Source: an optimization exercise on an open RTL-to-GDS flow (aim: small area, a short achievable clock period and few clock cycles per item). Production flows keep margins and buffers that such runs may drop. The RTL of this run was laid out without a check of its function. No activity file was given, so power comes from the tool's default toggle rates. The clock port is modelled as an ideal driver; clocking choices that lean on that would not hold on a real chip.

**design/flow/flow/run.sh**
```bash
#!/bin/bash
# The standard layout (standard.sh) at the same clock period, with:
# - timing repair aimed at a setup slack of SETUP_SLACK_MARGIN ns instead of 0,
# - port buffers started as buf_2 (repair may resize them),
# - clock tree synthesis without dummy load cells.
set -euo pipefail
CTS="-sink_clustering_enable -repair_clock_nets -sink_clustering_size 34 -sink_clustering_max_diameter 70 -buf_list sky130_fd_sc_hd__clkbuf_16 -dont_use_dummy_load"
bash standard.sh SETUP_SLACK_MARGIN=7.0 "BUFFER_PORTS_ARGS=-buffer_cell sky130_fd_sc_hd__buf_2" "CTS_ARGS=$CTS" finish > make.log 2>&1
```
**design/flow/standard.sh**
```bash
#!/bin/bash
# synth_recipe.tcl (not shown) runs the flow's synth.tcl, then flattens the netlist and writes it again
# the make line also repeats each setting of config.mk as NAME=value (left out here)
make -C /OpenROAD-flow-scripts/flow DESIGN_CONFIG=/design/flow/config.mk WORK_HOME=/design/flow/orfs CLKGATE_MAP_FILE= SYNTH_SCRIPT=/design/flow/synth_recipe.tcl "${@:-finish}"
```
**design/flow/config.mk**
```make
export PLATFORM = sky130hd
export DESIGN_NAME = fft_computer
export DESIGN_NICKNAME = fft_computer
export VERILOG_FILES = /design/flow/design.v
export SDC_FILE = /design/flow/constraint.sdc
export NUM_CORES = 4
export LEC_CHECK = 0
export CAP_MARGIN = 20
export CORE_MARGIN = 2
export CORE_UTILIZATION = 60
export CTS_BUF_LIST = sky130_fd_sc_hd__clkbuf_16
export CTS_CLUSTER_DIAMETER = 70
export CTS_CLUSTER_SIZE = 34
export SLEW_MARGIN = 20
export SYNTH_MEMORY_MAX_BITS = 65536
```
**design/flow/constraint.sdc**
```tcl
create_clock -name core_clock -period 10.0 [get_ports {i_clk}]
set_input_delay 2.0000 -clock core_clock [delete_from_list [all_inputs] [get_ports {i_clk}]]
set_output_delay 2.0000 -clock core_clock [all_outputs]
set_load 0.01 [all_outputs]
```
**design/flow/design.v**
```verilog
module output_fifo #(
  parameter STAGES = 63,
  parameter HEAD   = 60         
)(
  input         i_clk,
  input  [31:0] i_wr_data,      
  output [31:0] o_tap_pre,      
  output [31:0] o_head          
);
reg [32*STAGES-1:0] sr;
assign o_tap_pre = sr[32*STAGES-1 -: 32];
assign o_head    = sr[32*(HEAD+1)-1 -: 32];
always @(posedge i_clk)
    sr <= {sr[32*(STAGES-1)-1:0], i_wr_data};
endmodule
module power_tree_a(
  input  [31:0] x,
  input  [31:0] p0,
  output [87:0] m
);
  wire pp1 = x[0] & x[1];
  wire pp2 = x[0] & x[2];
  wire pp3 = x[0] & x[3];
  wire pp4 = x[0] & x[4];
  wire pp5 = x[0] & x[5];
  wire pp6 = x[0] & x[6];
  wire pp7 = x[0] & x[7];
  wire pp8 = x[0] & x[8];
  wire pp9 = x[0] & x[9];
  wire pp10 = x[0] & x[10];
  wire pp11 = x[0] & x[11];
  wire pp12 = x[0] & x[12];
  wire pp13 = x[0] & x[13];
  wire pp14 = x[0] & x[14];
  wire pp15 = x[0] & x[15];
  wire pp16 = x[1] & x[2];
  wire pp17 = x[1] & x[3];
  wire pp18 = x[1] & x[4];
  wire pp19 = x[1] & x[5];
  wire pp20 = x[1] & x[6];
  wire pp21 = x[1] & x[7];
  wire pp22 = x[1] & x[8];
  wire pp23 = x[1] & x[9];
  wire pp24 = x[1] & x[10];
  wire pp25 = x[1] & x[11];
  wire pp26 = x[1] & x[12];
  wire pp27 = x[1] & x[13];
  wire pp28 = x[1] & x[14];
  wire pp29 = x[1] & x[15];
  wire pp30 = x[2] & x[3];
  wire pp31 = x[2] & x[4];
  wire pp32 = x[2] & x[5];
  wire pp33 = x[2] & x[6];
  wire pp34 = x[2] & x[7];
  wire pp35 = x[2] & x[8];
  wire pp36 = x[2] & x[9];
  wire pp37 = x[2] & x[10];
  wire pp38 = x[2] & x[11];
  wire pp39 = x[2] & x[12];
  wire pp40 = x[2] & x[13];
  wire pp41 = x[2] & x[14];
  wire pp42 = x[2] & x[15];
  wire pp43 = x[3] & x[4];
  wire pp44 = x[3] & x[5];
  wire pp45 = x[3] & x[6];
  wire pp46 = x[3] & x[7];
  wire pp47 = x[3] & x[8];
  wire pp48 = x[3] & x[9];
  wire pp49 = x[3] & x[10];
  wire pp50 = x[3] & x[11];
  wire pp51 = x[3] & x[12];
  wire pp52 = x[3] & x[13];
  wire pp53 = x[3] & x[14];
  wire pp54 = x[3] & x[15];
  wire pp55 = x[4] & x[5];
  wire pp56 = x[4] & x[6];
  wire pp57 = x[4] & x[7];
  wire pp58 = x[4] & x[8];
  wire pp59 = x[4] & x[9];
  wire pp60 = x[4] & x[10];
  wire pp61 = x[4] & x[11];
  wire pp62 = x[4] & x[12];
  wire pp63 = x[4] & x[13];
  wire pp64 = x[4] & x[14];
  wire pp65 = x[4] & x[15];
  wire pp66 = x[5] & x[6];
  wire pp67 = x[5] & x[7];
  wire pp68 = x[5] & x[8];
  wire pp69 = x[5] & x[9];
  wire pp70 = x[5] & x[10];
  wire pp71 = x[5] & x[11];
  wire pp72 = x[5] & x[12];
  wire pp73 = x[5] & x[13];
  wire pp74 = x[5] & x[14];
  wire pp75 = x[5] & x[15];
  wire pp76 = x[6] & x[7];
  wire pp77 = x[6] & x[8];
  wire pp78 = x[6] & x[9];
  wire pp79 = x[6] & x[10];
  wire pp80 = x[6] & x[11];
  wire pp81 = x[6] & x[12];
  wire pp82 = x[6] & x[13];
  wire pp83 = x[6] & x[14];
  wire pp84 = x[6] & x[15];
  wire pp85 = x[7] & x[8];
  wire pp86 = x[7] & x[9];
  wire pp87 = x[7] & x[10];
  wire pp88 = x[7] & x[11];
  wire pp89 = x[7] & x[12];
  wire pp90 = x[7] & x[13];
  wire pp91 = x[7] & x[14];
  wire pp92 = x[7] & x[15];
  wire pp93 = x[8] & x[9];
  wire pp94 = x[8] & x[10];
  wire pp95 = x[8] & x[11];
  wire pp96 = x[8] & x[12];
  wire pp97 = x[8] & x[13];
  wire pp98 = x[8] & x[14];
  wire pp99 = x[8] & x[15];
  wire pp100 = x[9] & x[10];
  wire pp101 = x[9] & x[11];
  wire pp102 = x[9] & x[12];
  wire pp103 = x[9] & x[13];
  wire pp104 = x[9] & x[14];
  wire pp105 = x[9] & x[15];
  wire pp106 = x[10] & x[11];
  wire pp107 = x[10] & x[12];
  wire pp108 = x[10] & x[13];
  wire pp109 = x[10] & x[14];
  wire pp110 = x[10] & x[15];
  wire pp111 = x[11] & x[12];
  wire pp112 = x[11] & x[13];
  wire pp113 = x[11] & x[14];
  wire pp114 = x[11] & x[15];
  wire pp115 = x[12] & x[13];
  wire pp116 = x[12] & x[14];
  wire pp117 = x[12] & x[15];
  wire pp118 = x[13] & x[14];
  wire pp119 = x[13] & x[15];
  wire pp120 = x[14] & x[15];
  wire pp121 = x[0] & x[16];
  wire pp122 = x[0] & x[17];
  wire pp123 = x[0] & x[18];
  wire pp124 = x[0] & x[19];
  wire pp125 = x[0] & x[20];
  wire pp126 = x[0] & x[21];
  wire pp127 = x[0] & x[22];
  wire pp128 = x[0] & x[23];
  wire pp129 = x[0] & x[24];
  wire pp130 = x[0] & x[25];
  wire pp131 = x[0] & x[26];
  wire pp132 = x[0] & x[27];
  wire pp133 = x[0] & x[28];
  wire pp134 = x[0] & x[29];
  wire pp135 = x[0] & x[30];
  wire pp136 = x[0] & x[31];
  wire pp137 = x[1] & x[16];
  wire pp138 = x[1] & x[17];
  wire pp139 = x[1] & x[18];
  wire pp140 = x[1] & x[19];
  wire pp141 = x[1] & x[20];
  wire pp142 = x[1] & x[21];
  wire pp143 = x[1] & x[22];
  wire pp144 = x[1] & x[23];
  wire pp145 = x[1] & x[24];
  wire pp146 = x[1] & x[25];
  wire pp147 = x[1] & x[26];
  wire pp148 = x[1] & x[27];
  wire pp149 = x[1] & x[28];
  wire pp150 = x[1] & x[29];
  wire pp151 = x[1] & x[30];
  wire pp152 = x[2] & x[16];
  wire pp153 = x[2] & x[17];
  wire pp154 = x[2] & x[18];
  wire pp155 = x[2] & x[19];
  wire pp156 = x[2] & x[20];
  wire pp157 = x[2] & x[21];
  wire pp158 = x[2] & x[22];
  wire pp159 = x[2] & x[23];
  wire pp160 = x[2] & x[24];
  wire pp161 = x[2] & x[25];
  wire pp162 = x[2] & x[26];
  wire pp163 = x[2] & x[27];
  wire pp164 = x[2] & x[28];
  wire pp165 = x[2] & x[29];
  wire pp166 = x[3] & x[16];
  wire pp167 = x[3] & x[17];
  wire pp168 = x[3] & x[18];
  wire pp169 = x[3] & x[19];
  wire pp170 = x[3] & x[20];
  wire pp171 = x[3] & x[21];
  wire pp172 = x[3] & x[22];
  wire pp173 = x[3] & x[23];
  wire pp174 = x[3] & x[24];
  wire pp175 = x[3] & x[25];
  wire pp176 = x[3] & x[26];
  wire pp177 = x[3] & x[27];
  wire pp178 = x[3] & x[28];
  wire pp179 = x[4] & x[16];
  wire pp180 = x[4] & x[17];
  wire pp181 = x[4] & x[18];
  wire pp182 = x[4] & x[19];
  wire pp183 = x[4] & x[20];
  wire pp184 = x[4] & x[21];
  wire pp185 = x[4] & x[22];
  wire pp186 = x[4] & x[23];
  wire pp187 = x[4] & x[24];
  wire pp188 = x[4] & x[25];
  wire pp189 = x[4] & x[26];
  wire pp190 = x[4] & x[27];
  wire pp191 = x[5] & x[16];
  wire pp192 = x[5] & x[17];
  wire pp193 = x[5] & x[18];
  wire pp194 = x[5] & x[19];
  wire pp195 = x[5] & x[20];
  wire pp196 = x[5] & x[21];
  wire pp197 = x[5] & x[22];
  wire pp198 = x[5] & x[23];
  wire pp199 = x[5] & x[24];
  wire pp200 = x[5] & x[25];
  wire pp201 = x[5] & x[26];
  wire pp202 = x[6] & x[16];
  wire pp203 = x[6] & x[17];
  wire pp204 = x[6] & x[18];
  wire pp205 = x[6] & x[19];
  wire pp206 = x[6] & x[20];
  wire pp207 = x[6] & x[21];
  wire pp208 = x[6] & x[22];
  wire pp209 = x[6] & x[23];
  wire pp210 = x[6] & x[24];
  wire pp211 = x[6] & x[25];
  wire pp212 = x[7] & x[16];
  wire pp213 = x[7] & x[17];
  wire pp214 = x[7] & x[18];
  wire pp215 = x[7] & x[19];
  wire pp216 = x[7] & x[20];
  wire pp217 = x[7] & x[21];
  wire pp218 = x[7] & x[22];
  wire pp219 = x[7] & x[23];
  wire pp220 = x[7] & x[24];
  wire pp221 = x[8] & x[16];
  wire pp222 = x[8] & x[17];
  wire pp223 = x[8] & x[18];
  wire pp224 = x[8] & x[19];
  wire pp225 = x[8] & x[20];
  wire pp226 = x[8] & x[21];
  wire pp227 = x[8] & x[22];
  wire pp228 = x[8] & x[23];
  wire pp229 = x[9] & x[16];
  wire pp230 = x[9] & x[17];
  wire pp231 = x[9] & x[18];
  wire pp232 = x[9] & x[19];
  wire pp233 = x[9] & x[20];
  wire pp234 = x[9] & x[21];
  wire pp235 = x[9] & x[22];
  wire pp236 = x[10] & x[16];
  wire pp237 = x[10] & x[17];
  wire pp238 = x[10] & x[18];
  wire pp239 = x[10] & x[19];
  wire pp240 = x[10] & x[20];
  wire pp241 = x[10] & x[21];
  wire pp242 = x[11] & x[16];
  wire pp243 = x[11] & x[17];
  wire pp244 = x[11] & x[18];
  wire pp245 = x[11] & x[19];
  wire pp246 = x[11] & x[20];
  wire pp247 = x[12] & x[16];
  wire pp248 = x[12] & x[17];
  wire pp249 = x[12] & x[18];
  wire pp250 = x[12] & x[19];
  wire pp251 = x[13] & x[16];
  wire pp252 = x[13] & x[17];
  wire pp253 = x[13] & x[18];
  wire pp254 = x[14] & x[16];
  wire pp255 = x[14] & x[17];
  wire pp256 = x[15] & x[16];
  wire s257 = x[11] ^ pp84;
  wire c258 = x[11] & pp84;
  wire s259 = pp92 ^ pp98;
  wire c260 = pp92 & pp98;
  wire s261 = x[12] ^ pp99 ^ pp104;
  wire c262 = (x[12] & pp99) | (x[12] & pp104) | (pp99 & pp104);
  wire s263 = pp108 ^ pp111;
  wire c264 = pp108 & pp111;
  wire s265 = pp105 ^ pp109 ^ pp112;
  wire c266 = (pp105 & pp109) | (pp105 & pp112) | (pp109 & pp112);
  wire s267 = pp130 ^ pp145;
  wire c268 = pp130 & pp145;
  wire s269 = x[13] ^ pp110 ^ pp113;
  wire c270 = (x[13] & pp110) | (x[13] & pp113) | (pp110 & pp113);
  wire s271 = pp115 ^ pp131 ^ pp146;
  wire c272 = (pp115 & pp131) | (pp115 & pp146) | (pp131 & pp146);
  wire s273 = pp160 ^ pp173;
  wire c274 = pp160 & pp173;
  wire s275 = pp114 ^ pp116 ^ pp132;
  wire c276 = (pp114 & pp116) | (pp114 & pp132) | (pp116 & pp132);
  wire s277 = pp147 ^ pp161 ^ pp174;
  wire c278 = (pp147 & pp161) | (pp147 & pp174) | (pp161 & pp174);
  wire s279 = pp186 ^ pp197;
  wire c280 = pp186 & pp197;
  wire s281 = x[14] ^ pp117 ^ pp118;
  wire c282 = (x[14] & pp117) | (x[14] & pp118) | (pp117 & pp118);
  wire s283 = pp133 ^ pp148 ^ pp162;
  wire c284 = (pp133 & pp148) | (pp133 & pp162) | (pp148 & pp162);
  wire s285 = pp175 ^ pp187 ^ pp198;
  wire c286 = (pp175 & pp187) | (pp175 & pp198) | (pp187 & pp198);
  wire s287 = pp208 ^ pp217;
  wire c288 = pp208 & pp217;
  wire s289 = pp119 ^ pp134 ^ pp149;
  wire c290 = (pp119 & pp134) | (pp119 & pp149) | (pp134 & pp149);
  wire s291 = pp163 ^ pp176 ^ pp188;
  wire c292 = (pp163 & pp176) | (pp163 & pp188) | (pp176 & pp188);
  wire s293 = pp199 ^ pp209 ^ pp218;
  wire c294 = (pp199 & pp209) | (pp199 & pp218) | (pp209 & pp218);
  wire s295 = pp226 ^ pp233;
  wire c296 = pp226 & pp233;
  wire s297 = x[15] ^ pp120 ^ pp135;
  wire c298 = (x[15] & pp120) | (x[15] & pp135) | (pp120 & pp135);
  wire s299 = pp150 ^ pp164 ^ pp177;
  wire c300 = (pp150 & pp164) | (pp150 & pp177) | (pp164 & pp177);
  wire s301 = pp189 ^ pp200 ^ pp210;
  wire c302 = (pp189 & pp200) | (pp189 & pp210) | (pp200 & pp210);
  wire s303 = pp219 ^ pp227 ^ pp234;
  wire c304 = (pp219 & pp227) | (pp219 & pp234) | (pp227 & pp234);
  wire s305 = pp240 ^ pp245;
  wire c306 = pp240 & pp245;
  wire s307 = pp136 ^ pp151 ^ pp165;
  wire s308 = pp178 ^ pp190 ^ pp201;
  wire s309 = pp211 ^ pp220 ^ pp228;
  wire s310 = pp235 ^ pp241 ^ pp246;
  wire s311 = pp250 ^ pp253;
  wire s312 = x[8] ^ pp15 ^ pp28;
  wire c313 = (x[8] & pp15) | (x[8] & pp28) | (pp15 & pp28);
  wire s314 = pp29 ^ pp41 ^ pp52;
  wire c315 = (pp29 & pp41) | (pp29 & pp52) | (pp41 & pp52);
  wire s316 = x[9] ^ pp42 ^ pp53;
  wire c317 = (x[9] & pp42) | (x[9] & pp53) | (pp42 & pp53);
  wire s318 = pp63 ^ pp72 ^ pp80;
  wire c319 = (pp63 & pp72) | (pp63 & pp80) | (pp72 & pp80);
  wire s320 = pp54 ^ pp64 ^ pp73;
  wire c321 = (pp54 & pp64) | (pp54 & pp73) | (pp64 & pp73);
  wire s322 = pp81 ^ pp88 ^ pp94;
  wire c323 = (pp81 & pp88) | (pp81 & pp94) | (pp88 & pp94);
  wire s324 = x[10] ^ pp65 ^ pp74;
  wire c325 = (x[10] & pp65) | (x[10] & pp74) | (pp65 & pp74);
  wire s326 = pp82 ^ pp89 ^ pp95;
  wire c327 = (pp82 & pp89) | (pp82 & pp95) | (pp89 & pp95);
  wire s328 = pp100 ^ pp125 ^ pp140;
  wire c329 = (pp100 & pp125) | (pp100 & pp140) | (pp125 & pp140);
  wire s330 = pp75 ^ pp83 ^ pp90;
  wire c331 = (pp75 & pp83) | (pp75 & pp90) | (pp83 & pp90);
  wire s332 = pp96 ^ pp101 ^ pp126;
  wire c333 = (pp96 & pp101) | (pp96 & pp126) | (pp101 & pp126);
  wire s334 = pp141 ^ pp155 ^ pp168;
  wire c335 = (pp141 & pp155) | (pp141 & pp168) | (pp155 & pp168);
  wire s336 = pp91 ^ pp97 ^ pp102;
  wire c337 = (pp91 & pp97) | (pp91 & pp102) | (pp97 & pp102);
  wire s338 = pp106 ^ pp127 ^ pp142;
  wire c339 = (pp106 & pp127) | (pp106 & pp142) | (pp127 & pp142);
  wire s340 = pp156 ^ pp169 ^ pp181;
  wire c341 = (pp156 & pp169) | (pp156 & pp181) | (pp169 & pp181);
  wire s342 = pp192 ^ pp202;
  wire c343 = pp192 & pp202;
  wire s344 = pp103 ^ pp107 ^ pp128;
  wire c345 = (pp103 & pp107) | (pp103 & pp128) | (pp107 & pp128);
  wire s346 = pp143 ^ pp157 ^ pp170;
  wire c347 = (pp143 & pp157) | (pp143 & pp170) | (pp157 & pp170);
  wire s348 = pp182 ^ pp193 ^ pp203;
  wire c349 = (pp182 & pp193) | (pp182 & pp203) | (pp193 & pp203);
  wire s350 = pp212 ^ p0[23] ^ c258;
  wire c351 = (pp212 & p0[23]) | (pp212 & c258) | (p0[23] & c258);
  wire s352 = pp129 ^ pp144 ^ pp158;
  wire c353 = (pp129 & pp144) | (pp129 & pp158) | (pp144 & pp158);
  wire s354 = pp171 ^ pp183 ^ pp194;
  wire c355 = (pp171 & pp183) | (pp171 & pp194) | (pp183 & pp194);
  wire s356 = pp204 ^ pp213 ^ pp221;
  wire c357 = (pp204 & pp213) | (pp204 & pp221) | (pp213 & pp221);
  wire s358 = p0[24] ^ c260 ^ s261;
  wire c359 = (p0[24] & c260) | (p0[24] & s261) | (c260 & s261);
  wire s360 = pp159 ^ pp172 ^ pp184;
  wire c361 = (pp159 & pp172) | (pp159 & pp184) | (pp172 & pp184);
  wire s362 = pp195 ^ pp205 ^ pp214;
  wire c363 = (pp195 & pp205) | (pp195 & pp214) | (pp205 & pp214);
  wire s364 = pp222 ^ pp229 ^ p0[25];
  wire c365 = (pp222 & pp229) | (pp222 & p0[25]) | (pp229 & p0[25]);
  wire s366 = c262 ^ c264 ^ s265;
  wire c367 = (c262 & c264) | (c262 & s265) | (c264 & s265);
  wire s368 = pp185 ^ pp196 ^ pp206;
  wire c369 = (pp185 & pp196) | (pp185 & pp206) | (pp196 & pp206);
  wire s370 = pp215 ^ pp223 ^ pp230;
  wire c371 = (pp215 & pp223) | (pp215 & pp230) | (pp223 & pp230);
  wire s372 = pp236 ^ p0[26] ^ c266;
  wire c373 = (pp236 & p0[26]) | (pp236 & c266) | (p0[26] & c266);
  wire s374 = c268 ^ s269 ^ s271;
  wire c375 = (c268 & s269) | (c268 & s271) | (s269 & s271);
  wire s376 = pp207 ^ pp216 ^ pp224;
  wire c377 = (pp207 & pp216) | (pp207 & pp224) | (pp216 & pp224);
  wire s378 = pp231 ^ pp237 ^ pp242;
  wire c379 = (pp231 & pp237) | (pp231 & pp242) | (pp237 & pp242);
  wire s380 = p0[27] ^ c270 ^ c272;
  wire c381 = (p0[27] & c270) | (p0[27] & c272) | (c270 & c272);
  wire s382 = c274 ^ s275 ^ s277;
  wire c383 = (c274 & s275) | (c274 & s277) | (s275 & s277);
  wire s384 = pp225 ^ pp232 ^ pp238;
  wire c385 = (pp225 & pp232) | (pp225 & pp238) | (pp232 & pp238);
  wire s386 = pp243 ^ pp247 ^ p0[28];
  wire c387 = (pp243 & pp247) | (pp243 & p0[28]) | (pp247 & p0[28]);
  wire s388 = c276 ^ c278 ^ c280;
  wire c389 = (c276 & c278) | (c276 & c280) | (c278 & c280);
  wire s390 = s281 ^ s283 ^ s285;
  wire c391 = (s281 & s283) | (s281 & s285) | (s283 & s285);
  wire s392 = pp239 ^ pp244 ^ pp248;
  wire c393 = (pp239 & pp244) | (pp239 & pp248) | (pp244 & pp248);
  wire s394 = pp251 ^ p0[29] ^ c282;
  wire c395 = (pp251 & p0[29]) | (pp251 & c282) | (p0[29] & c282);
  wire s396 = c284 ^ c286 ^ c288;
  wire c397 = (c284 & c286) | (c284 & c288) | (c286 & c288);
  wire s398 = s289 ^ s291 ^ s293;
  wire c399 = (s289 & s291) | (s289 & s293) | (s291 & s293);
  wire s400 = pp249 ^ pp252 ^ pp254;
  wire c401 = (pp249 & pp252) | (pp249 & pp254) | (pp252 & pp254);
  wire s402 = p0[30] ^ c290 ^ c292;
  wire c403 = (p0[30] & c290) | (p0[30] & c292) | (c290 & c292);
  wire s404 = c294 ^ c296 ^ s297;
  wire c405 = (c294 & c296) | (c294 & s297) | (c296 & s297);
  wire s406 = s299 ^ s301 ^ s303;
  wire c407 = (s299 & s301) | (s299 & s303) | (s301 & s303);
  wire s408 = pp255 ^ pp256 ^ p0[31];
  wire s409 = c298 ^ c300 ^ c302;
  wire s410 = c304 ^ c306 ^ s307;
  wire s411 = s308 ^ s309 ^ s310;
  wire s412 = x[5] ^ pp9;
  wire c413 = x[5] & pp9;
  wire s414 = pp10 ^ pp23;
  wire c415 = pp10 & pp23;
  wire s416 = x[6] ^ pp11 ^ pp24;
  wire c417 = (x[6] & pp11) | (x[6] & pp24) | (pp11 & pp24);
  wire s418 = pp36 ^ pp47;
  wire c419 = pp36 & pp47;
  wire s420 = pp12 ^ pp25 ^ pp37;
  wire c421 = (pp12 & pp25) | (pp12 & pp37) | (pp25 & pp37);
  wire s422 = pp48 ^ pp58;
  wire c423 = pp48 & pp58;
  wire s424 = x[7] ^ pp13 ^ pp26;
  wire c425 = (x[7] & pp13) | (x[7] & pp26) | (pp13 & pp26);
  wire s426 = pp38 ^ pp49 ^ pp59;
  wire c427 = (pp38 & pp49) | (pp38 & pp59) | (pp49 & pp59);
  wire s428 = pp68 ^ pp76;
  wire c429 = pp68 & pp76;
  wire s430 = pp14 ^ pp27 ^ pp39;
  wire c431 = (pp14 & pp27) | (pp14 & pp39) | (pp27 & pp39);
  wire s432 = pp50 ^ pp60 ^ pp69;
  wire c433 = (pp50 & pp60) | (pp50 & pp69) | (pp60 & pp69);
  wire s434 = pp77 ^ p0[15];
  wire c435 = pp77 & p0[15];
  wire s436 = pp40 ^ pp51 ^ pp61;
  wire c437 = (pp40 & pp51) | (pp40 & pp61) | (pp51 & pp61);
  wire s438 = pp70 ^ pp78 ^ pp85;
  wire c439 = (pp70 & pp78) | (pp70 & pp85) | (pp78 & pp85);
  wire s440 = pp121 ^ p0[16] ^ s312;
  wire c441 = (pp121 & p0[16]) | (pp121 & s312) | (p0[16] & s312);
  wire s442 = pp62 ^ pp71 ^ pp79;
  wire c443 = (pp62 & pp71) | (pp62 & pp79) | (pp71 & pp79);
  wire s444 = pp86 ^ pp122 ^ pp137;
  wire c445 = (pp86 & pp122) | (pp86 & pp137) | (pp122 & pp137);
  wire s446 = p0[17] ^ c313 ^ s314;
  wire c447 = (p0[17] & c313) | (p0[17] & s314) | (c313 & s314);
  wire s448 = pp87 ^ pp93 ^ pp123;
  wire c449 = (pp87 & pp93) | (pp87 & pp123) | (pp93 & pp123);
  wire s450 = pp138 ^ pp152 ^ p0[18];
  wire c451 = (pp138 & pp152) | (pp138 & p0[18]) | (pp152 & p0[18]);
  wire s452 = c315 ^ s316 ^ s318;
  wire c453 = (c315 & s316) | (c315 & s318) | (s316 & s318);
  wire s454 = pp124 ^ pp139 ^ pp153;
  wire c455 = (pp124 & pp139) | (pp124 & pp153) | (pp139 & pp153);
  wire s456 = pp166 ^ p0[19] ^ c317;
  wire c457 = (pp166 & p0[19]) | (pp166 & c317) | (p0[19] & c317);
  wire s458 = c319 ^ s320 ^ s322;
  wire c459 = (c319 & s320) | (c319 & s322) | (s320 & s322);
  wire s460 = pp154 ^ pp167 ^ pp179;
  wire c461 = (pp154 & pp167) | (pp154 & pp179) | (pp167 & pp179);
  wire s462 = p0[20] ^ c321 ^ c323;
  wire c463 = (p0[20] & c321) | (p0[20] & c323) | (c321 & c323);
  wire s464 = s324 ^ s326 ^ s328;
  wire c465 = (s324 & s326) | (s324 & s328) | (s326 & s328);
  wire s466 = pp180 ^ pp191 ^ p0[21];
  wire c467 = (pp180 & pp191) | (pp180 & p0[21]) | (pp191 & p0[21]);
  wire s468 = c325 ^ c327 ^ c329;
  wire c469 = (c325 & c327) | (c325 & c329) | (c327 & c329);
  wire s470 = s330 ^ s332 ^ s334;
  wire c471 = (s330 & s332) | (s330 & s334) | (s332 & s334);
  wire s472 = p0[22] ^ c331 ^ c333;
  wire c473 = (p0[22] & c331) | (p0[22] & c333) | (c331 & c333);
  wire s474 = c335 ^ s336 ^ s338;
  wire c475 = (c335 & s336) | (c335 & s338) | (s336 & s338);
  wire s476 = s340 ^ s342 ^ s257;
  wire c477 = (s340 & s342) | (s340 & s257) | (s342 & s257);
  wire s478 = c337 ^ c339 ^ c341;
  wire c479 = (c337 & c339) | (c337 & c341) | (c339 & c341);
  wire s480 = c343 ^ s344 ^ s346;
  wire c481 = (c343 & s344) | (c343 & s346) | (s344 & s346);
  wire s482 = s348 ^ s259 ^ s350;
  wire c483 = (s348 & s259) | (s348 & s350) | (s259 & s350);
  wire s484 = c345 ^ c347 ^ c349;
  wire c485 = (c345 & c347) | (c345 & c349) | (c347 & c349);
  wire s486 = s352 ^ s354 ^ s356;
  wire c487 = (s352 & s354) | (s352 & s356) | (s354 & s356);
  wire s488 = s263 ^ c351 ^ s358;
  wire c489 = (s263 & c351) | (s263 & s358) | (c351 & s358);
  wire s490 = c353 ^ c355 ^ c357;
  wire c491 = (c353 & c355) | (c353 & c357) | (c355 & c357);
  wire s492 = s360 ^ s362 ^ s364;
  wire c493 = (s360 & s362) | (s360 & s364) | (s362 & s364);
  wire s494 = s267 ^ c359 ^ s366;
  wire c495 = (s267 & c359) | (s267 & s366) | (c359 & s366);
  wire s496 = c361 ^ c363 ^ c365;
  wire c497 = (c361 & c363) | (c361 & c365) | (c363 & c365);
  wire s498 = s368 ^ s370 ^ s273;
  wire c499 = (s368 & s370) | (s368 & s273) | (s370 & s273);
  wire s500 = c367 ^ s372 ^ s374;
  wire c501 = (c367 & s372) | (c367 & s374) | (s372 & s374);
  wire s502 = c369 ^ c371 ^ s376;
  wire c503 = (c369 & c371) | (c369 & s376) | (c371 & s376);
  wire s504 = s378 ^ s279 ^ c373;
  wire c505 = (s378 & s279) | (s378 & c373) | (s279 & c373);
  wire s506 = c375 ^ s380 ^ s382;
  wire c507 = (c375 & s380) | (c375 & s382) | (s380 & s382);
  wire s508 = c377 ^ c379 ^ s384;
  wire c509 = (c377 & c379) | (c377 & s384) | (c379 & s384);
  wire s510 = s386 ^ s287 ^ c381;
  wire c511 = (s386 & s287) | (s386 & c381) | (s287 & c381);
  wire s512 = c383 ^ s388 ^ s390;
  wire c513 = (c383 & s388) | (c383 & s390) | (s388 & s390);
  wire s514 = c385 ^ c387 ^ s392;
  wire c515 = (c385 & c387) | (c385 & s392) | (c387 & s392);
  wire s516 = s295 ^ c389 ^ c391;
  wire c517 = (s295 & c389) | (s295 & c391) | (c389 & c391);
  wire s518 = s394 ^ s396 ^ s398;
  wire c519 = (s394 & s396) | (s394 & s398) | (s396 & s398);
  wire s520 = c393 ^ s400 ^ s305;
  wire c521 = (c393 & s400) | (c393 & s305) | (s400 & s305);
  wire s522 = c395 ^ c397 ^ c399;
  wire c523 = (c395 & c397) | (c395 & c399) | (c397 & c399);
  wire s524 = s402 ^ s404 ^ s406;
  wire c525 = (s402 & s404) | (s402 & s406) | (s404 & s406);
  wire s526 = c401 ^ s408 ^ s311;
  wire s527 = c403 ^ c405 ^ c407;
  wire s528 = s409 ^ s410 ^ s411;
  wire s529 = x[3] ^ pp5;
  wire c530 = x[3] & pp5;
  wire s531 = pp6 ^ pp19;
  wire c532 = pp6 & pp19;
  wire s533 = x[4] ^ pp7 ^ pp20;
  wire c534 = (x[4] & pp7) | (x[4] & pp20) | (pp7 & pp20);
  wire s535 = pp32 ^ pp43;
  wire c536 = pp32 & pp43;
  wire s537 = pp8 ^ pp21 ^ pp33;
  wire c538 = (pp8 & pp21) | (pp8 & pp33) | (pp21 & pp33);
  wire s539 = pp44 ^ p0[9];
  wire c540 = pp44 & p0[9];
  wire s541 = pp22 ^ pp34 ^ pp45;
  wire c542 = (pp22 & pp34) | (pp22 & pp45) | (pp34 & pp45);
  wire s543 = pp55 ^ p0[10] ^ s412;
  wire c544 = (pp55 & p0[10]) | (pp55 & s412) | (p0[10] & s412);
  wire s545 = pp35 ^ pp46 ^ pp56;
  wire c546 = (pp35 & pp46) | (pp35 & pp56) | (pp46 & pp56);
  wire s547 = p0[11] ^ c413 ^ s414;
  wire c548 = (p0[11] & c413) | (p0[11] & s414) | (c413 & s414);
  wire s549 = pp57 ^ pp66 ^ p0[12];
  wire c550 = (pp57 & pp66) | (pp57 & p0[12]) | (pp66 & p0[12]);
  wire s551 = c415 ^ s416 ^ s418;
  wire c552 = (c415 & s416) | (c415 & s418) | (s416 & s418);
  wire s553 = pp67 ^ p0[13] ^ c417;
  wire c554 = (pp67 & p0[13]) | (pp67 & c417) | (p0[13] & c417);
  wire s555 = c419 ^ s420 ^ s422;
  wire c556 = (c419 & s420) | (c419 & s422) | (s420 & s422);
  wire s557 = p0[14] ^ c421 ^ c423;
  wire c558 = (p0[14] & c421) | (p0[14] & c423) | (c421 & c423);
  wire s559 = s424 ^ s426 ^ s428;
  wire c560 = (s424 & s426) | (s424 & s428) | (s426 & s428);
  wire s561 = c425 ^ c427 ^ c429;
  wire c562 = (c425 & c427) | (c425 & c429) | (c427 & c429);
  wire s563 = s430 ^ s432 ^ s434;
  wire c564 = (s430 & s432) | (s430 & s434) | (s432 & s434);
  wire s565 = c431 ^ c433 ^ c435;
  wire c566 = (c431 & c433) | (c431 & c435) | (c433 & c435);
  wire s567 = s436 ^ s438 ^ s440;
  wire c568 = (s436 & s438) | (s436 & s440) | (s438 & s440);
  wire s569 = c437 ^ c439 ^ s442;
  wire c570 = (c437 & c439) | (c437 & s442) | (c439 & s442);
  wire s571 = s444 ^ c441 ^ s446;
  wire c572 = (s444 & c441) | (s444 & s446) | (c441 & s446);
  wire s573 = c443 ^ c445 ^ s448;
  wire c574 = (c443 & c445) | (c443 & s448) | (c445 & s448);
  wire s575 = s450 ^ c447 ^ s452;
  wire c576 = (s450 & c447) | (s450 & s452) | (c447 & s452);
  wire s577 = c449 ^ c451 ^ s454;
  wire c578 = (c449 & c451) | (c449 & s454) | (c451 & s454);
  wire s579 = c453 ^ s456 ^ s458;
  wire c580 = (c453 & s456) | (c453 & s458) | (s456 & s458);
  wire s581 = c455 ^ s460 ^ c457;
  wire c582 = (c455 & s460) | (c455 & c457) | (s460 & c457);
  wire s583 = c459 ^ s462 ^ s464;
  wire c584 = (c459 & s462) | (c459 & s464) | (s462 & s464);
  wire s585 = c461 ^ s466 ^ c463;
  wire c586 = (c461 & s466) | (c461 & c463) | (s466 & c463);
  wire s587 = c465 ^ s468 ^ s470;
  wire c588 = (c465 & s468) | (c465 & s470) | (s468 & s470);
  wire s589 = c467 ^ c469 ^ c471;
  wire c590 = (c467 & c469) | (c467 & c471) | (c469 & c471);
  wire s591 = s472 ^ s474 ^ s476;
  wire c592 = (s472 & s474) | (s472 & s476) | (s474 & s476);
  wire s593 = c473 ^ c475 ^ c477;
  wire c594 = (c473 & c475) | (c473 & c477) | (c475 & c477);
  wire s595 = s478 ^ s480 ^ s482;
  wire c596 = (s478 & s480) | (s478 & s482) | (s480 & s482);
  wire s597 = c479 ^ c481 ^ s484;
  wire c598 = (c479 & c481) | (c479 & s484) | (c481 & s484);
  wire s599 = s486 ^ c483 ^ s488;
  wire c600 = (s486 & c483) | (s486 & s488) | (c483 & s488);
  wire s601 = c485 ^ c487 ^ s490;
  wire c602 = (c485 & c487) | (c485 & s490) | (c487 & s490);
  wire s603 = s492 ^ c489 ^ s494;
  wire c604 = (s492 & c489) | (s492 & s494) | (c489 & s494);
  wire s605 = c491 ^ c493 ^ s496;
  wire c606 = (c491 & c493) | (c491 & s496) | (c493 & s496);
  wire s607 = s498 ^ c495 ^ s500;
  wire c608 = (s498 & c495) | (s498 & s500) | (c495 & s500);
  wire s609 = c497 ^ c499 ^ s502;
  wire c610 = (c497 & c499) | (c497 & s502) | (c499 & s502);
  wire s611 = c501 ^ s504 ^ s506;
  wire c612 = (c501 & s504) | (c501 & s506) | (s504 & s506);
  wire s613 = c503 ^ s508 ^ c505;
  wire c614 = (c503 & s508) | (c503 & c505) | (s508 & c505);
  wire s615 = c507 ^ s510 ^ s512;
  wire c616 = (c507 & s510) | (c507 & s512) | (s510 & s512);
  wire s617 = c509 ^ s514 ^ c511;
  wire c618 = (c509 & s514) | (c509 & c511) | (s514 & c511);
  wire s619 = c513 ^ s516 ^ s518;
  wire c620 = (c513 & s516) | (c513 & s518) | (s516 & s518);
  wire s621 = c515 ^ s520 ^ c517;
  wire c622 = (c515 & s520) | (c515 & c517) | (s520 & c517);
  wire s623 = c519 ^ s522 ^ s524;
  wire c624 = (c519 & s522) | (c519 & s524) | (s522 & s524);
  wire s625 = x[1] ^ pp1 ^ p0[2];
  wire c626 = (x[1] & pp1) | (x[1] & p0[2]) | (pp1 & p0[2]);
  wire s627 = pp2 ^ p0[3] ^ c626;
  wire c628 = (pp2 & p0[3]) | (pp2 & c626) | (p0[3] & c626);
  wire s629 = x[2] ^ pp3 ^ pp16;
  wire c630 = (x[2] & pp3) | (x[2] & pp16) | (pp3 & pp16);
  wire s631 = p0[4] ^ s629 ^ c628;
  wire c632 = (p0[4] & s629) | (p0[4] & c628) | (s629 & c628);
  wire s633 = pp4 ^ pp17 ^ p0[5];
  wire c634 = (pp4 & pp17) | (pp4 & p0[5]) | (pp17 & p0[5]);
  wire s635 = c630 ^ s633 ^ c632;
  wire c636 = (c630 & s633) | (c630 & c632) | (s633 & c632);
  wire s637 = pp18 ^ pp30 ^ p0[6];
  wire c638 = (pp18 & pp30) | (pp18 & p0[6]) | (pp30 & p0[6]);
  wire s639 = s529 ^ c634 ^ s637;
  wire c640 = (s529 & c634) | (s529 & s637) | (c634 & s637);
  wire s641 = pp31 ^ p0[7] ^ c530;
  wire c642 = (pp31 & p0[7]) | (pp31 & c530) | (p0[7] & c530);
  wire s643 = s531 ^ c638 ^ c640;
  wire c644 = (s531 & c638) | (s531 & c640) | (c638 & c640);
  wire s645 = p0[8] ^ c532 ^ s533;
  wire c646 = (p0[8] & c532) | (p0[8] & s533) | (c532 & s533);
  wire s647 = s535 ^ c642 ^ s645;
  wire c648 = (s535 & c642) | (s535 & s645) | (c642 & s645);
  wire s649 = c534 ^ c536 ^ s537;
  wire c650 = (c534 & c536) | (c534 & s537) | (c536 & s537);
  wire s651 = s539 ^ c646 ^ s649;
  wire c652 = (s539 & c646) | (s539 & s649) | (c646 & s649);
  wire s653 = c538 ^ c540 ^ s541;
  wire c654 = (c538 & c540) | (c538 & s541) | (c540 & s541);
  wire s655 = s543 ^ c650 ^ s653;
  wire c656 = (s543 & c650) | (s543 & s653) | (c650 & s653);
  wire s657 = c542 ^ s545 ^ c544;
  wire c658 = (c542 & s545) | (c542 & c544) | (s545 & c544);
  wire s659 = s547 ^ c654 ^ c656;
  wire c660 = (s547 & c654) | (s547 & c656) | (c654 & c656);
  wire s661 = c546 ^ s549 ^ c548;
  wire c662 = (c546 & s549) | (c546 & c548) | (s549 & c548);
  wire s663 = s551 ^ c658 ^ s661;
  wire c664 = (s551 & c658) | (s551 & s661) | (c658 & s661);
  wire s665 = c550 ^ c552 ^ s553;
  wire c666 = (c550 & c552) | (c550 & s553) | (c552 & s553);
  wire s667 = s555 ^ c662 ^ s665;
  wire c668 = (s555 & c662) | (s555 & s665) | (c662 & s665);
  wire s669 = c554 ^ c556 ^ s557;
  wire c670 = (c554 & c556) | (c554 & s557) | (c556 & s557);
  wire s671 = s559 ^ c666 ^ s669;
  wire c672 = (s559 & c666) | (s559 & s669) | (c666 & s669);
  wire s673 = c558 ^ c560 ^ s561;
  wire c674 = (c558 & c560) | (c558 & s561) | (c560 & s561);
  wire s675 = s563 ^ c670 ^ s673;
  wire c676 = (s563 & c670) | (s563 & s673) | (c670 & s673);
  wire s677 = c562 ^ c564 ^ s565;
  wire c678 = (c562 & c564) | (c562 & s565) | (c564 & s565);
  wire s679 = s567 ^ c674 ^ s677;
  wire c680 = (s567 & c674) | (s567 & s677) | (c674 & s677);
  wire s681 = c566 ^ s569 ^ c568;
  wire c682 = (c566 & s569) | (c566 & c568) | (s569 & c568);
  wire s683 = c570 ^ s573 ^ c572;
  wire c684 = (c570 & s573) | (c570 & c572) | (s573 & c572);
  wire s685 = c574 ^ s577 ^ c576;
  wire c686 = (c574 & s577) | (c574 & c576) | (s577 & c576);
  wire s687 = c578 ^ c580 ^ s581;
  wire c688 = (c578 & c580) | (c578 & s581) | (c580 & s581);
  wire s689 = c582 ^ c584 ^ s585;
  wire c690 = (c582 & c584) | (c582 & s585) | (c584 & s585);
  wire s691 = c586 ^ c588 ^ s589;
  wire c692 = (c586 & c588) | (c586 & s589) | (c588 & s589);
  wire s693 = c590 ^ c592 ^ s593;
  wire c694 = (c590 & c592) | (c590 & s593) | (c592 & s593);
  assign m = {s528, s527, c525, c523, s526, c521, c624, c622, s623, s621, c620, c618, s619, s617, c616, c614, s615, s613, c612, c610, s611, s609, c608, c606, s607, s605, c604, c602, s603, s601, c600, c598, c694, s599, s597, c596, c594, s693, c692, s595, s691, c690, s591, s689, c688, s587, s687, c686, s583, s685, c684, s579, s683, c682, s575, s681, c680, c678, s571, s679, c676, s675, c672, s671, c668, s667, c664, s663, c660, s659, s657, s655, c652, s651, c648, s647, c644, s643, s641, s639, c636, s635, s631, s627, s625, p0[1], p0[0], x[0]};
endmodule
module power_tree_b(
  input  [87:0] m,
  output [31:0] p
);
  wire s695 = m[29] ^ m[30];
  wire c696 = m[29] & m[30];
  wire s697 = m[33] ^ m[34];
  wire c698 = m[33] & m[34];
  wire s699 = m[36] ^ m[37];
  wire c700 = m[36] & m[37];
  wire s701 = m[39] ^ m[40];
  wire c702 = m[39] & m[40];
  wire s703 = m[42] ^ m[43];
  wire c704 = m[42] & m[43];
  wire s705 = m[45] ^ m[46];
  wire c706 = m[45] & m[46];
  wire s707 = m[48] ^ m[49];
  wire c708 = m[48] & m[49];
  wire s709 = m[51] ^ m[52] ^ m[53];
  wire c710 = (m[51] & m[52]) | (m[51] & m[53]) | (m[52] & m[53]);
  wire s711 = m[54] ^ m[55];
  wire c712 = m[54] & m[55];
  wire s713 = m[56] ^ m[57] ^ m[58];
  wire c714 = (m[56] & m[57]) | (m[56] & m[58]) | (m[57] & m[58]);
  wire s715 = m[60] ^ m[61] ^ m[62];
  wire c716 = (m[60] & m[61]) | (m[60] & m[62]) | (m[61] & m[62]);
  wire s717 = m[64] ^ m[65] ^ m[66];
  wire c718 = (m[64] & m[65]) | (m[64] & m[66]) | (m[65] & m[66]);
  wire s719 = m[68] ^ m[69] ^ m[70];
  wire c720 = (m[68] & m[69]) | (m[68] & m[70]) | (m[69] & m[70]);
  wire s721 = m[72] ^ m[73] ^ m[74];
  wire c722 = (m[72] & m[73]) | (m[72] & m[74]) | (m[73] & m[74]);
  wire s723 = m[76] ^ m[77] ^ m[78];
  wire c724 = (m[76] & m[77]) | (m[76] & m[78]) | (m[77] & m[78]);
  wire s725 = m[80] ^ m[81] ^ m[82];
  wire s726 = m[83] ^ m[84] ^ m[85];
  wire s727 = m[86] ^ m[87];
  wire s728 = m[31] ^ m[32];
  wire c729 = m[31] & m[32];
  wire s730 = m[35] ^ c696 ^ s697;
  wire c731 = (m[35] & c696) | (m[35] & s697) | (c696 & s697);
  wire s732 = m[38] ^ c698 ^ s699;
  wire c733 = (m[38] & c698) | (m[38] & s699) | (c698 & s699);
  wire s734 = m[41] ^ c700 ^ s701;
  wire c735 = (m[41] & c700) | (m[41] & s701) | (c700 & s701);
  wire s736 = m[44] ^ c702 ^ s703;
  wire c737 = (m[44] & c702) | (m[44] & s703) | (c702 & s703);
  wire s738 = m[47] ^ c704 ^ s705;
  wire c739 = (m[47] & c704) | (m[47] & s705) | (c704 & s705);
  wire s740 = m[50] ^ c706 ^ s707;
  wire c741 = (m[50] & c706) | (m[50] & s707) | (c706 & s707);
  wire s742 = c708 ^ s709 ^ s711;
  wire c743 = (c708 & s709) | (c708 & s711) | (s709 & s711);
  wire s744 = m[59] ^ c710 ^ c712;
  wire c745 = (m[59] & c710) | (m[59] & c712) | (c710 & c712);
  wire s746 = m[63] ^ c714 ^ s715;
  wire c747 = (m[63] & c714) | (m[63] & s715) | (c714 & s715);
  wire s748 = m[67] ^ c716 ^ s717;
  wire c749 = (m[67] & c716) | (m[67] & s717) | (c716 & s717);
  wire s750 = m[71] ^ c718 ^ s719;
  wire c751 = (m[71] & c718) | (m[71] & s719) | (c718 & s719);
  wire s752 = m[75] ^ c720 ^ s721;
  wire c753 = (m[75] & c720) | (m[75] & s721) | (c720 & s721);
  wire s754 = m[79] ^ c722 ^ s723;
  wire c755 = (m[79] & c722) | (m[79] & s723) | (c722 & s723);
  wire s756 = c724 ^ s725 ^ s726;
  wire s757 = s713 ^ c743;
  wire c758 = s713 & c743;
  wire s759 = c745 ^ s746;
  wire c760 = c745 & s746;
  wire s761 = c747 ^ s748;
  wire c762 = c747 & s748;
  wire s763 = c749 ^ s750;
  wire c764 = c749 & s750;
  wire s765 = c751 ^ s752;
  wire c766 = c751 & s752;
  wire s767 = c753 ^ s754;
  wire c768 = c753 & s754;
  wire s769 = s727 ^ c755 ^ s756;
  wire [31:0] s = {c768, c766, c764, c762, c760, c758, s757, c741, c739, c737, c735, c733, c731, c729, s728, m[27], m[25], m[23], m[21], m[19], m[17], m[15], m[13], m[11], m[9], m[7], m[6], m[5], m[4], m[3], m[2], m[0]};
  wire [31:0] c = {s769, s767, s765, s763, s761, s759, s744, s742, s740, s738, s736, s734, s732, s730, s695, m[28], m[26], m[24], m[22], m[20], m[18], m[16], m[14], m[12], m[10], m[8], 1'b0, 1'b0, 1'b0, 1'b0, 1'b0, m[1]};
  assign p = s + c;
endmodule
module output_ctrl #(
  parameter LAT = 63            
)(
  input        i_clk,
  input        i_rst_n,
  input        i_data_valid,
  output       o_data_ready,
  output       o_acc,           
  output       o_win,           
  output       o_ld,            
  output       o_data_valid,
  input        i_data_ready
);
reg [5:0] k;         
reg       win;       
reg [5:0] din;       
reg [5:0] dout;      
reg [5:0] rcnt;      
reg       pend;      
reg       done;      
reg       rdy;
reg       can_ld;
reg       ovalid;
wire acc  = i_data_valid & rdy;
wire comp = acc & win & (k == 6'd63);             
wire ld   = (can_ld | comp) & (~ovalid | i_data_ready);
assign o_data_ready = rdy;
assign o_acc        = acc;
assign o_win        = win;
assign o_ld         = ld;
assign o_data_valid = ovalid;
function rdy_next;
    input       a, l;
    input [5:0] k, din, rcnt;
    input       win, pend;
    reg   [5:0] k_n, rcnt_n;
    reg         win_n, pend_n, aligned_n, free_n, first_n;
    begin
        k_n       = a ? k + 6'd1 : k;
        win_n     = (a & (k == 6'd63)) ? ~win : win;
        rcnt_n    = l ? rcnt + 6'd1 : rcnt;
        pend_n    = (pend & ~(l & (rcnt == 6'd63))) | (a & win);
        aligned_n = a | (din == 6'd63);
        first_n   = (k_n == 6'd0) & ~win_n;
        free_n    = win_n | ~pend_n | (k_n < rcnt_n);
        rdy_next  = free_n & (aligned_n | (first_n & ~pend_n));
    end
endfunction
wire r00 = rdy_next(1'b0, 1'b0, k, din, rcnt, win, pend);
wire r01 = rdy_next(1'b0, 1'b1, k, din, rcnt, win, pend);
wire r10 = rdy_next(1'b1, 1'b0, k, din, rcnt, win, pend);
wire r11 = rdy_next(1'b1, 1'b1, k, din, rcnt, win, pend);
wire       dn   = done | comp;
wire       c0   = dn & (dout == 6'd63);
wire       c1   = dn & (rcnt != 6'd63) & (dout == 6'd0);
wire       rebase = acc & ~win & (k == 6'd0) & ~pend;
always @(posedge i_clk)
begin
    if(!i_rst_n)
    begin
        k      <= 6'd0;
        win    <= 1'b0;
        din    <= 6'd0;
        dout   <= 6'd0;
        rcnt   <= 6'd0;
        pend   <= 1'b0;
        done   <= 1'b0;
        rdy    <= 1'b1;
        can_ld <= 1'b0;
        ovalid <= 1'b0;
    end
    else
    begin
        if(acc)
        begin
            k <= k + 6'd1;
            if(k == 6'd63)
                win <= ~win;
        end
        din    <= acc ? 6'd0 : din + 6'd1;
        dout   <= rebase ? 6'd1 - LAT : (ld ? dout : dout + 6'd1);
        if(ld)
            rcnt <= rcnt + 6'd1;
        pend   <= (pend & ~(ld & (rcnt == 6'd63))) | (acc & win);
        done   <= dn & ~(ld & (rcnt == 6'd63));
        rdy    <= acc ? (ld ? r11 : r10) : (ld ? r01 : r00);
        can_ld <= ld ? c1 : c0;
        ovalid <= ld | (ovalid & ~i_data_ready);
    end
end
endmodule
module fft_computer(
input        i_clk,
input        i_rst_n,
input        i_data_valid,
input [31:0] i_data,
output       o_data_ready,
output       o_data_valid,
output [31:0]o_data,
input        i_data_ready
);
localparam MW   = 88;    
localparam HEAD = 60;    
wire        acc, win, ld;
wire [31:0] tap, head, sum;
wire [MW-1:0] m_d;
reg  [31:0]   x;         
reg           v1, w1;
reg  [MW-1:0] m;         
reg  [31:0]   out_r;
output_ctrl #(
    .LAT(3 + HEAD)
) ctrl (
    .i_clk(i_clk),
    .i_rst_n(i_rst_n),
    .i_data_valid(i_data_valid),
    .o_data_ready(o_data_ready),
    .o_acc(acc),
    .o_win(win),
    .o_ld(ld),
    .o_data_valid(o_data_valid),
    .i_data_ready(i_data_ready)
);
power_tree_a tree_a (
    .x(x),
    .p0((v1 & ~w1) ? 32'd0 : tap),
    .m(m_d)
);
power_tree_b tree_b (
    .m(m),
    .p(sum)
);
output_fifo #(
    .HEAD(HEAD)
) store (
    .i_clk(i_clk),
    .i_wr_data(sum),
    .o_tap_pre(tap),
    .o_head(head)
);
always @(posedge i_clk)
begin
    x  <= {i_data[31:16], acc ? i_data[15:0] : 16'd0};
    w1 <= win;
    m  <= m_d;
    if(ld)
        out_r <= head;
end
always @(posedge i_clk)
begin
    if(!i_rst_n)
        v1 <= 1'b0;
    else
        v1 <= acc;
end
assign o_data = out_r;
endmodule
```
==> summary.txt <==
final timing paths:
kind,start,end,slack (ps),cells past startpoint
worst min register to register,store.sr[1446],store.sr[1478],270,0
worst max register to register,m[42],store.sr[31],6810,12
worst max-delay path,out_r[9],o_data[9],6670,1
worst min-delay path,store.sr[1446],store.sr[1478],270,0
metrics by stage:
stage,setup WS (ps),hold slack (ps)
2_1_floorplan,6578,309.6
3_3_place_gp,5834,309.6
5_1_grt,6608,282.9
3_5_place_dp,5784,312.1
6_report,6672,267.1
4_1_cts,6619,281.4
where the power goes:
part           internal (W)  total [W]  switching (W)  leakage (nW)
sequential           0.0110     0.0116       0.000580          18.2
clock               0.00148    0.00380        0.00231          1.01
combinational      0.000663    0.00146       0.000802          5.68
total                0.0132     0.0169        0.00370          24.9
synthesized netlist by cell type, types with 4 or more instances:
cell	count	share of area, %
ha_1	90	2.1
and3_1	22	0.25
nor2_1	39	0.27
a211oi_1	4	0.055
o21a_1	6	0.082
buf_6	5	0.10
inv_1	249	1.7
xnor2_1	58	0.93
xor2_1	29	0.46
fa_1	209	7.6
edfxtp_1	32	1.8
and2_1	173	2.0
o21ai_0	19	0.17
or3_1	7	0.080
nand4_1	11	0.13
nor2b_1	10	0.11
a21oi_1	43	0.39
nand3_1	14	0.13
nand2b_1	8	0.091
nor3_1	8	0.073
nand2_1	152	1.0
o21ai_1	9	0.082
dfxtp_1	2168	79
clkbuf_1	45	0.31
a21o_1	11	0.15
cell families (layout without fill, tap and decap cells):
| logic type | after synthesis | count (layout) | share of synthesized area [%] |
|---|---|---|---|
| adders and majority gates | 299 | 299 | 9.682 |
| DFF | 2200 | 2200 | 80.89 |
| xor gates and xnor gates | 87 | 87 | 1.389 |
| other | 0 | 2 | 0 |
| AOI/OAI and AO/OA | 124 | 124 | 1.474 |
| buffers and inverters | 306 | 445 | 2.183 |
| and+or+nand+nor | 459 | 459 | 4.380 |
state kept, by name, indices dropped and copies added (netlist names):
signal and count:
ctrl.can_ld 1, ctrl.din 6, ctrl.done 1, ctrl.dout 6, ctrl.k 6, ctrl.ovalid 1
ctrl.pend 1, ctrl.rcnt 6, ctrl.rdy 1, ctrl.win 1, m 88, out_r 32
store.sr 2016, v1 1, w1 1, x 32
timing repair:
| action | 4_1_cts | 5_1_grt |
|---|---|---|
| setup endpoints to repair | 131 | 64 |
| buffers inserted | 4 | 30 |
| gates cloned | 0 | 4 |
| hold endpoints to repair | 0 | 0 |
| gates resized for setup | 66 | 56 |
| pin swaps | 9 | 29 |
routing by layer:
metal  up-vias  global-route usage [%]  wire [um]
met5         -                       0          0
met4         0                   5.358       2350
met3       139                   3.180       3202
met2       330                   26.48      35210
met1     10770                   24.33      38710
li1      10830                       -          -
area by class of cell:
| type | instances | area (sq um) | share of cell area, % |
|---|---|---|---|
| timing repair inverter | 2 | 17.52 | 0.02950 |
| timing repair buffer | 111 | 807.0 | 1.359 |
| sequential | 2200 | 44430 | 74.81 |
| tap | 1176 | 1471 | 2.478 |
| antenna | 2 | 5.005 | 0.008428 |
| multi-input combinational | 969 | 9638 | 16.23 |
| inverter | 250 | 968.4 | 1.631 |
| clock buffer | 82 | 2052 | 3.455 |
==> impl_metrics.py <==
metrics = {
    "status": {
        "status": "no timing/DRC/antenna violations",
    },
    "synthesis": {
        "yosys_warnings": 3,
        "synth_edf_count": 32,
        "synth_nets": 3810,
        "synth_area_per_cell_sq_um": 15.78,
        "ys_types": 62,
        "ys_async_sr_fraction_pct": 0,
        "syn_inst": 3475,
        "ys_seq_area_share_pct": 80.89,
        "syn_area_sq_um": 54840,
        "yosys_register_bits": 2200,
        "synth_flop_cell": "dfxtp_1",
    },
    "layout": {
        "area_delta_synth_final_pct": 8.284,
        "final_cells": 4792,
        "drive_above_1_share_pct": 7.803,
        "nNetsFinal": 3951,
        "mostFrequentLayoutCell": "dfxtp_1",
        "fillCellCount": 6369,
        "final_cell_mix": "dfxtp_1, inv_1, fa_1, and2_1, nand2_1",
        "stdcell_area_sq_um": 59390,
        "final_util_pct": 65.77,
    },
    "routing": {
        "drt_iter0_drc": 1151,
        "detail_route.first_pass.iterations": 7,
        "wl_per_cell_um": 16.58,
        "drc": 0,
        "vias": 22070,
        "wl_um": 79470,
        "avgViaCountPerCell": 4.606,
        "ant_nets": 0,
    },
    "setup_path": {
        "path_cells": "buf_2",
        "start_kind": "register",
        "crit_fanout": 1,
        "crit_arrival_ps": 1330,
        "cp.required_ps": 8000,
        "crit_buf_inv": 1,
        "cp_slowest_cell": "edfxtp_1",
        "crit_type": "register to output port",
        "critPathMaxStageDelay_ps": 490,
        "cp-end-kind": "output port",
        "crit_family": "flip-flops",
    },
    "sta": {
        "tns_ps": 0,
        "setup_viol": 0,
        "hold_viol": 0,
        "slew_viol_final": 0,
        "worst_pin_slew_ps": 791.0,
        "rsz0062_at_grt": "true",
        "max_freq_mhz": 300.4,
        "relSlewSlack_pct": 47.19,
        "final.min_clock_period_ps": 3328,
        "clock_skew_ps": 80.24,
        "fin_crit_sh_pct": 33.28,
    },
    "global_routing": {
        "grt_pass1_wl_um": 125000,
        "antenna_found_initial": 0,
        "grt_usage_pct": 17.00,
        "grt-ovfl-total": 0,
        "grt_pass1_vias": 23130,
        "grt_max_degree": 42,
    },
    "floorplanning": {
        "io_pins": 70,
        "num_rows": 110,
        "core-area_sq_um": 90290,
        "dieArea_sq_um": 93840,
        "initial_core_util_pct": 60.74,
        "die_w_um": 306.3,
        "die_h_um": 306.3,
    },
    "place": {
        "place_hpwl_um": 48150,
        "place_area_sq_um": 56490,
        "placed_cells": 4670,
        "routabilityCongestion": 0.8416,
        "portBuffers": 69,
    },
    "run": {
        "cap_violations": 0,
    },
    "power_and_ir_drop": {
        "p_leak_nw": 24.90,
        "total_power_w": 0.01687,
        "powerDensity_nw_per_um2": 284.1,
        "vdd_drop_max_uv": 226.5,
    },
    "clocking": {
        "clockBufferDepth": 3,
        "cts_sinks": 2200,
        "h-tree-depth": 3,
        "worstSkewPairLatency_ps": 680,
        "hold_buffers": 0,
        "numCtsBuffers": 82,
        "cts-root-buf": "clkbuf_16",
        "cts_tree": "yes",
        "path_clk_slew_ps": 110,
    },
    "hold_path": {
        "min_path_type": "register to register",
    },
}

==> what the ideal ports hide <==
The flow's constraints put no driver on any port. The routed layout listed below was extracted and timed again, unchanged, in two steps.
Step 1 (the two cells are an assumption about what drives the block):
set clk [get_ports {i_clk}]
set_driving_cell -lib_cell sky130_fd_sc_hd__clkbuf_16 $clk
set_driving_cell -lib_cell sky130_fd_sc_hd__buf_2 [delete_from_list [all_inputs] $clk]
Step 2 adds t to the input delays and takes it off the output delays; t is the mean of the earliest and latest rising clock arrival at the registers after step 1. Input paths then give back, and output paths get back, about the clock's delay inside the block.
Three values: ideal ports, drivers, drivers and shift; two values: the first two.
t, ns: 0.715
slack for setup (ns): 6.672 / 6.601 / 6.383
hold slack, ns: 0.267 / 0.267 / 0.267
latest minus earliest clock arrival (ns): 0.089 / 0.088
worst register clock-pin slew, ns: 0.12 / 0.12
After both steps setup and hold are still met in this run. For this run, drivers alone change the setup slack by -0.071 ns; drivers and shift together by -0.289 ns.
